From an optimization exercise on the open Yosys and OpenROAD flow, aimed at small area, a short achievable clock period and few clock cycles; shortcuts taken in it are not production practice. For this run, only the layout was checked, not whether the RTL still works. Power is estimated from default activity; no workload was simulated.

==> design/flow/design.v <==
module cpu_pl(
    input clk,
    input rst,
    output [31:0] imem_addr,
    input [31:0] imem_rdata,
    output [31:0] dmem_addr,
    output [31:0] dmem_wdata,
    output [3:0] dmem_wstrb,
    input [31:0] dmem_rdata
);
reg [7:0] pc;
reg [7:0] ras;           
reg d_valid;
reg [31:0] d_inst;
reg [7:0] d_pc;
reg [7:0] d_alt;         
reg e_we, e_ld, e_st, e_br, e_jalr;
reg [4:0] e_rd;
reg [9:0] e_agu;         
reg [2:0] e_mf3;         
reg [31:0] e_a, e_b;
reg [11:0] e_i;          
reg [2:0] e_f3;          
reg e_sub, e_arith, e_passb;
reg e_pred;
reg [7:0] e_alt;
reg w_we;
reg [4:0] w_rd;
reg [31:0] w_res;
reg [31:0] w_sdata;
reg [3:0] w_strb;
reg [31:0] m_addr;
wire w_st = |w_strb;
wire stall;              
wire dstall;             
wire stall_f = stall | dstall;
wire redirect;
wire [7:0] redirect_pc;
wire [31:0] ex_res;
wire [9:0] d_agu;
wire [31:0] st_addr;
wire [31:0] fi = imem_rdata;
wire f_jal = fi[6:2] == 5'b11011;
wire f_br = fi[6:2] == 5'b11000;
wire f_jalr = fi[6:2] == 5'b11001;
wire [7:0] f_tgt_j = pc + fi[29:22];
wire [7:0] f_tgt_b = pc + {fi[29:25], fi[11:9]};
wire [7:0] f_inc = pc + 8'd1;
wire [7:0] f_next = f_jal ? f_tgt_j : (f_br & fi[31]) ? f_tgt_b : f_jalr ? ras : f_inc;
wire [7:0] f_alt = f_br ? (fi[31] ? f_inc : f_tgt_b) : ras;
assign imem_addr = {18'b0, 2'b11, 2'b00, pc, 2'b00};
always @(posedge clk or posedge rst) begin
    if (rst) begin
        pc <= 8'd0;
        ras <= 8'd0;
        d_valid <= 1'b0;
    end else begin
        if (redirect) pc <= redirect_pc;
        else if (!stall_f) pc <= f_next;
        if (!stall_f && (f_jal | f_jalr) && fi[11:7] == 5'd1) ras <= f_inc;
        if (redirect) d_valid <= 1'b0;
        else if (!stall_f) d_valid <= 1'b1;
    end
end
always @(posedge clk) begin
    if (!stall_f) begin
        d_inst <= fi;
        d_pc <= pc;
        d_alt <= f_alt;
    end
end
wire [4:0] op = d_inst[6:2];
wire [2:0] f3 = d_inst[14:12];
wire [4:0] rs1 = d_inst[19:15];
wire [4:0] rs2 = d_inst[24:20];
wire [4:0] rd = d_inst[11:7];
wire i_lui = op == 5'b01101;
wire i_auipc = op == 5'b00101;
wire i_jal = op == 5'b11011;
wire i_jalr = op == 5'b11001;
wire i_br = op == 5'b11000;
wire i_ld = op == 5'b00000;
wire i_st = op == 5'b01000;
wire i_opi = op == 5'b00100;
wire i_op = op == 5'b01100;
wire uses1 = ~(i_lui | i_auipc | i_jal);
wire uses2 = i_op | i_br | i_st;
wire writes = (i_lui | i_auipc | i_jal | i_jalr | i_ld | i_opi | i_op) && rd != 5'd0;
reg [31:0] rf [1:31];
reg [31:1] rf_v;
wire byp1 = w_we && w_rd == rs1;
wire byp2 = w_we && w_rd == rs2;
wire [31:1] sel1, sel2;
genvar gr;
generate
    for (gr = 1; gr < 32; gr = gr + 1) begin : rsel
        assign sel1[gr] = rs1 == gr && rf_v[gr] && !byp1;
        assign sel2[gr] = rs2 == gr && rf_v[gr] && !byp2;
    end
endgenerate
reg [31:0] rf1, rf2;
integer ri;
always @(*) begin
    rf1 = byp1 ? w_res : 32'h0;
    rf2 = byp2 ? w_res : 32'h0;
    for (ri = 1; ri < 32; ri = ri + 1) begin
        rf1 = rf1 | (rf[ri] & {32{sel1[ri]}});
        rf2 = rf2 | (rf[ri] & {32{sel2[ri]}});
    end
end
wire [31:0] rv1 = rf1 | ((rs1 == 5'd2 && !rf_v[2] && !byp1) ? 32'h00002ffc : 32'h0)
                      | ((rs1 == 5'd3 && !rf_v[3] && !byp1) ? 32'h00001800 : 32'h0);
wire [31:0] rv2 = rf2 | ((rs2 == 5'd2 && !rf_v[2] && !byp2) ? 32'h00002ffc : 32'h0)
                      | ((rs2 == 5'd3 && !rf_v[3] && !byp2) ? 32'h00001800 : 32'h0);
always @(posedge clk or posedge rst) begin
    if (rst) rf_v <= 31'b0;
    else if (w_we) rf_v[w_rd] <= 1'b1;
end
always @(posedge clk) begin
    if (w_we) rf[w_rd] <= w_res;
end
assign d_agu = rv1[9:0] + d_inst[29:20];
assign dstall = d_valid && (i_ld | i_jalr) && e_we && e_rd == rs1;
wire fwd1 = uses1 && e_we && e_rd == rs1;
wire fwd2 = uses2 && e_we && e_rd == rs2;
wire [8:0] d_inc = {1'b0, d_pc} + 9'd1;
wire [31:0] link = {18'b0, 2'b11, 1'b0, d_inc, 2'b00};
wire [31:0] pcfull = {18'b0, 2'b11, 2'b00, d_pc, 2'b00};
wire [31:0] imm_i = {{20{d_inst[31]}}, d_inst[31:20]};
wire [31:0] imm_u = {d_inst[31:12], 12'b0};
always @(posedge clk or posedge rst) begin
    if (rst) begin
        e_we <= 1'b0; e_ld <= 1'b0; e_st <= 1'b0; e_br <= 1'b0; e_jalr <= 1'b0;
    end else if (stall) begin
    end else if (redirect || dstall || !d_valid) begin
        e_we <= 1'b0; e_ld <= 1'b0; e_st <= 1'b0; e_br <= 1'b0; e_jalr <= 1'b0;
    end else begin
        e_we <= writes;
        e_ld <= i_ld;
        e_st <= i_st;
        e_br <= i_br;
        e_jalr <= i_jalr;
    end
end
always @(posedge clk) begin
    if (!stall) begin
        e_rd <= rd;
        e_agu <= d_agu;
        e_mf3 <= f3;
    end
end
always @(posedge clk) begin
    e_a <= fwd1 ? ex_res : i_auipc ? pcfull : rv1;
    e_b <= fwd2 ? ex_res : (i_lui | i_auipc) ? imm_u : (i_jal | i_jalr) ? link : i_opi ? imm_i : rv2;
    e_i <= {d_inst[31:25], d_inst[11:7]};
    e_f3 <= (i_opi | i_op | i_br) ? f3 : 3'b000;
    e_sub <= i_op && f3 == 3'b000 && d_inst[30];
    e_arith <= d_inst[30];
    e_passb <= i_lui | i_jal | i_jalr;
    e_pred <= d_inst[31];
    e_alt <= d_alt;
end
wire [31:0] a = e_a;
wire [31:0] b = e_b;
wire [31:0] sum = a + (e_sub ? ~b : b) + {31'b0, e_sub};
wire c_eq = a == b;
wire c_ltu = a < b;
wire c_lt = (a[31] ^ b[31]) ? a[31] : c_ltu;
wire left = ~e_f3[2];
wire [31:0] sh_in;
wire [31:0] sh_out;
genvar gi;
generate
    for (gi = 0; gi < 32; gi = gi + 1) begin : rev
        assign sh_in[gi] = left ? a[31 - gi] : a[gi];
    end
endgenerate
wire [63:0] sh_wide = {{32{e_arith & a[31] & ~left}}, sh_in} >> b[4:0];
wire [31:0] sh_r = sh_wide[31:0];
generate
    for (gi = 0; gi < 32; gi = gi + 1) begin : rev2
        assign sh_out[gi] = left ? sh_r[31 - gi] : sh_r[gi];
    end
endgenerate
reg [31:0] alu;
always @(*) begin
    if (e_passb) alu = b;
    else case (e_f3)
        3'b000: alu = sum;
        3'b001: alu = sh_out;
        3'b010: alu = {31'b0, c_lt};
        3'b011: alu = {31'b0, c_ltu};
        3'b100: alu = a ^ b;
        3'b101: alu = sh_out;
        3'b110: alu = a | b;
        default: alu = a & b;
    endcase
end
wire cond = (e_f3[2] ? (e_f3[1] ? c_ltu : c_lt) : c_eq) ^ e_f3[0];
wire br_mis = e_br && (cond != e_pred);
wire jalr_mis = e_jalr && (e_agu[9:2] != e_alt);
assign redirect = br_mis | jalr_mis;
assign redirect_pc = e_jalr ? e_agu[9:2] : e_alt;
wire [31:0] ld_sh = dmem_rdata >> {e_agu[1:0], 3'b000};
reg [31:0] ld;
always @(*) begin
    case (e_mf3)
        3'b000: ld = {{24{ld_sh[7]}}, ld_sh[7:0]};
        3'b001: ld = {{16{ld_sh[15]}}, ld_sh[15:0]};
        3'b100: ld = {24'b0, ld_sh[7:0]};
        3'b101: ld = {16'b0, ld_sh[15:0]};
        default: ld = ld_sh;
    endcase
end
assign ex_res = e_ld ? ld : alu;
assign stall = w_st & e_ld;
assign st_addr = a + {{20{e_i[11]}}, e_i};
wire [31:0] sdata = e_mf3[1] ? b : e_mf3[0] ? {2{b[15:0]}} : {4{b[7:0]}};
wire [3:0] strb = e_mf3[1] ? 4'b1111 : e_mf3[0] ? (st_addr[1] ? 4'b1100 : 4'b0011) : (4'b0001 << st_addr[1:0]);
always @(posedge clk or posedge rst) begin
    if (rst) begin
        w_we <= 1'b0;
        w_strb <= 4'b0;
    end else begin
        w_we <= e_we & ~stall;
        w_strb <= e_st ? strb : 4'b0;
    end
end
always @(posedge clk) begin
    w_rd <= e_rd;
    w_res <= ex_res;
    w_sdata <= sdata;
    m_addr[31:10] <= st_addr[31:10];
    m_addr[1:0] <= st_addr[1:0];
    m_addr[9:2] <= e_st ? st_addr[9:2] : stall ? e_agu[9:2] : d_agu[9:2];
end
assign dmem_addr = m_addr;
assign dmem_wdata = w_sdata;
assign dmem_wstrb = w_strb;
endmodule
==> design/flow/run.sh <==
#!/bin/bash
# synth_recipe.tcl (not shown) runs the flow's synth.tcl, then flattens the netlist and writes it again
# the make line also repeats each setting of config.mk as NAME=value (left out here)
make -C /OpenROAD-flow-scripts/flow DESIGN_CONFIG=/design/flow/config.mk WORK_HOME=/design/flow/orfs CLKGATE_MAP_FILE= SYNTH_SCRIPT=/design/flow/synth_recipe.tcl finish
==> design/flow/config.mk <==
export PLATFORM = sky130hd
export DESIGN_NAME = cpu_pl
export DESIGN_NICKNAME = cpu_pl
export VERILOG_FILES = /design/flow/design.v
export SDC_FILE = /design/flow/constraint.sdc
export NUM_CORES = 8
export LEC_CHECK = 0
export CAP_MARGIN = 20
export CORE_MARGIN = 2
export CORE_UTILIZATION = 50
export GPL_TIMING_DRIVEN = 1
export PLACE_DENSITY = 0.6
export SETUP_SLACK_MARGIN = 5
export SLEW_MARGIN = 20
==> design/flow/constraint.sdc <==
create_clock -name core_clock -period 10.5 [get_ports {clk}]
set_input_delay 2.1000 -clock core_clock [delete_from_list [all_inputs] [get_ports {clk}]]
set_output_delay 2.1000 -clock core_clock [all_outputs]
set_load 0.01 [all_outputs]
==> results.toml <==
[clocking]
insertion_delay_ps = 820
cts_tree = "built"
root_buffer = "clkbuf_16"
holdBufCountCts = 0
clkTransAtPathRegs_ps = 60
cts_num_sinks = 1304
cts_buffers = 140
clock_tree.buffer_depth = 3
h-tree-depth = 4

[global_route]
grt_pass1_vias = 55800
grt_pass1_wl_mm = 459
grtUsageTotal_pct = 49.6
antenna_found_initial = 27
grt_max_degree = 65
gr-total-overflow = 0

[floorplanning]
initial_core_util_pct = 50.6
die_area_um2 = 134000
row_count = 132
dieHeight_um = 366
core_area_um2 = 130000
die_x_um = 366
io_pins = 166

[sta]
period_needed_ps = 5480
fmaxAchievable_mhz = 182
fin_hold_ws_ps = 342
setup_viol = 0
hold_violations = 0
post-route-period-util_pct = 52.2
finClkSkew_ps = 40.7
relSlewSlack_pct = 8.64
fin_ws_ps = 5020
slew_viol_final = 0
setup_tns_ps = 0
rsz0062_at_grt = "no"
worst_slew_pin_slew_ps = 1370

[logic_synthesis]
synth-async-reset-ratio_pct = 4.45
ys_warn_count = 1
netlist_area_um2 = 65600
synth_edf_count = 1056
synth_area_leaders = "edfxtp_1, dfxtp_1, a22oi_1"
syn_avg_cell_area_um2 = 11.9
synth_seq_cells = 1304
synth_area_leader_cell = "edfxtp_1"
synth_top_cells_by_count = "edfxtp_1, a22oi_1, nand2_1"
netlist_instances = 5507
yosysMostFrequentCell = "edfxtp_1"
ys.flop_type = "edfxtp_1"
yosys.area.top_type_share_pct = 48.3
ys_seq_area_share_pct = 56.3
synth_cell_types = 92

[route]
drtAntennaViolNets = 0
wl_per_cell_um = 45.4
drt_wl_total_mm = 343
firstDrtPassIters = 15
viasPerCell = 7.98
drt_iter0_markers = 13100
vias = 60300
drc = 0

[pwr]
leakagePower_nw = 26.7
ir_drop_mv = 0.186
power_density_nw_per_um2 = 194

[critical_path]
cp-end-kind = "register"
cp_top_family = "compound AO/OA/AOI/OAI gates"
crit_chain = "buf_4 -> xnor2_4 -> buf_4 -> and4_4 -> a211oi_4 -> buf_4 -> a22oi_1 -> nand4_1 -> or3_1 -> ha_1 -> nand2_1 -> o22ai_1 -> o41ai_2 -> o21a_2 -> nand2b_1 -> a21oi_1 -> a2111oi_2 -> a21oi_1"
crit_fanout = 27
cp.required_ps = 11160
critPathBufInv = 3
crit_path_frequent_cell = "buf_4"
crit_type = "reg2reg"
cp-start-kind = "register"
cp_slowest_cell = "buf_4"
cp.arrival_ps = 6140
slowest_delay_ps = 790

[placed_design]
dp_hpwl_mm = 210
numPortBuffers = 139
dp_worst_setup_slack_ps = 3740
place.gp.congestion = 1.08
place.detailed.instances = 7257

[flow_run]
maxCapViolCount = 0

[finish]
layout-drive-gt1-share_pct = 13.0
fin_cells = 7551
nNetsFinal = 5930
area_growth_pct = 15.1

[status]
status = "timing/DRC/antenna clean"

[hold_path]
hp-class = "reg2reg"
-- layer usage --
metal  global-route usage [%]  vias up  wire [um]
met4                     40.0       29      35500
met3                     23.2     2100      56100
li1                         -    22500          -
met2                     69.1     6514     138000
met1                     58.0    29100     112000
met5                     3.53        -        808
-- final timing paths --
| path | from | endpoint | slack, ps | cells past startpoint |
|---|---|---|---|---|
| max in group asynchronous | rst | rf_v[27] | 8080 | 3 |
| min in group asynchronous | rst | ras[6] | 1860 | 3 |
| max reg2reg | d_inst[18] | m_addr[9] | 5020 | 18 |
| min | d_alt[1] | e_alt[1] | 340 | 0 |
| max | d_inst[18] | m_addr[9] | 5020 | 18 |
| min reg2reg | d_alt[1] | e_alt[1] | 340 | 0 |
-- repair_timing --
item | 4_1_cts | 5_1_grt
buffers inserted | 5 | 5
setup endpoints to repair | 15 | 5
pin swaps | 3 | 11
cloned | 1 | 0
resized for setup | 20 | 31
-- kinds of logic (layout without fill, tap and decap cells) --
group	Yosys count	after routing	synth area share, %
AO/OA/AOI/OAI	1837	1837	20.7
XOR/XNOR	146	146	1.95
adder cells (fa/ha/maj)	195	195	3.77
buffers and inverters	545	794	3.37
flip-flops	1304	1304	56.3
multiplexers	178	178	3.99
other	2	54	0.0114
AND/OR/NAND/NOR	1300	1301	9.93
-- sequential cells by signal, summed over array words and instances, names as in the netlist, 10 cells and up --
name     count
rf_v        31
e_b         32
w_res       32
e_a         32
w_sdata     32
d_inst      30
e_agu       10
m_addr      32
rf         992
e_i         12
-- layout by cell type, fill, tap and decap left out, types with 35 or more instances in the layout --
master | Yosys | layout
o21ai_0 | 196 | 191
dfxtp_1 | 190 | 180
clkbuf_16 | 0 | 146
xor2_1 | 79 | 79
a21o_1 | 52 | 52
o211ai_1 | 39 | 39
a22o_1 | 139 | 139
nor3_1 | 95 | 83
and3_1 | 79 | 75
mux2i_1 | 83 | 83
inv_1 | 136 | 135
buf_4 | 27 | 252
nor2_1 | 284 | 254
clkdlybuf4s50_1 | 0 | 139
a21oi_1 | 266 | 249
dfrtp_1 | 58 | 58
edfxtp_1 | 1056 | 1056
nand2_1 | 324 | 322
a222oi_1 | 98 | 98
xnor2_1 | 67 | 63
a31oi_1 | 38 | 35
ha_1 | 190 | 190
a221oi_1 | 187 | 186
nand4_1 | 146 | 146
a22oi_1 | 457 | 457
mux4_2 | 64 | 64
nand3_1 | 130 | 129
-- area by class of cell --
cell class | count | area [um2]
multi-input combinational | 3681 | 27600
antenna | 30 | 75.1
clock buffer | 179 | 3840
timing repair buffer | 399 | 3400
fill | 10800 | 54300
sequential | 1304 | 37000
inverter | 143 | 537
clock inverter | 73 | 968
tap | 1742 | 2180
-- where the power goes --
group	internal (mW)	switching, mW	leakage [nW]
registers	6.16	0.491	12.1
logic	0.949	1.86	12.2
clock network	2.99	2.24	2.33
-- per-stage QoR --
step | power (mW) | util (%) | cell area (um2)
after global routing | 15.0 | 58.2 | 75500
after detailed placement | 9.35 | 54.2 | 70300
final | 14.7 | 58.2 | 75600
after CTS | 14.5 | 58.0 | 75300
after floorplan | 7.99 | - | 65700
after global placement | 9.33 | 54.1 | 70300

[static timing again, ports no longer ideal]
The flow's constraints put no driver on any port. The routed layout listed below was extracted and timed again, unchanged, in two steps. Step 1: set_driving_cell puts a clkbuf_16 on clk and a buf_2 on each other input, an assumption about the parent block. Step 2 adds t to the input delays and takes it off the output delays; t is the mean of the earliest and latest rising clock arrival at the registers after step 1. Input paths then give back, and output paths get back, about the clock's delay inside the block. Three values: no drivers, after step 1, after step 2; two values: the first two.
t, ns: 0.875
setup slack, ns: 5.018 / 5.018 / 5.018
clock arrival spread, ns: 0.053 / 0.054
worst slew at a driven data input, ns: 0.09
After both steps setup and hold are still met in this run. The setup slack of this run moves by 0.000 ns with the drivers and by 0.000 ns with both steps.
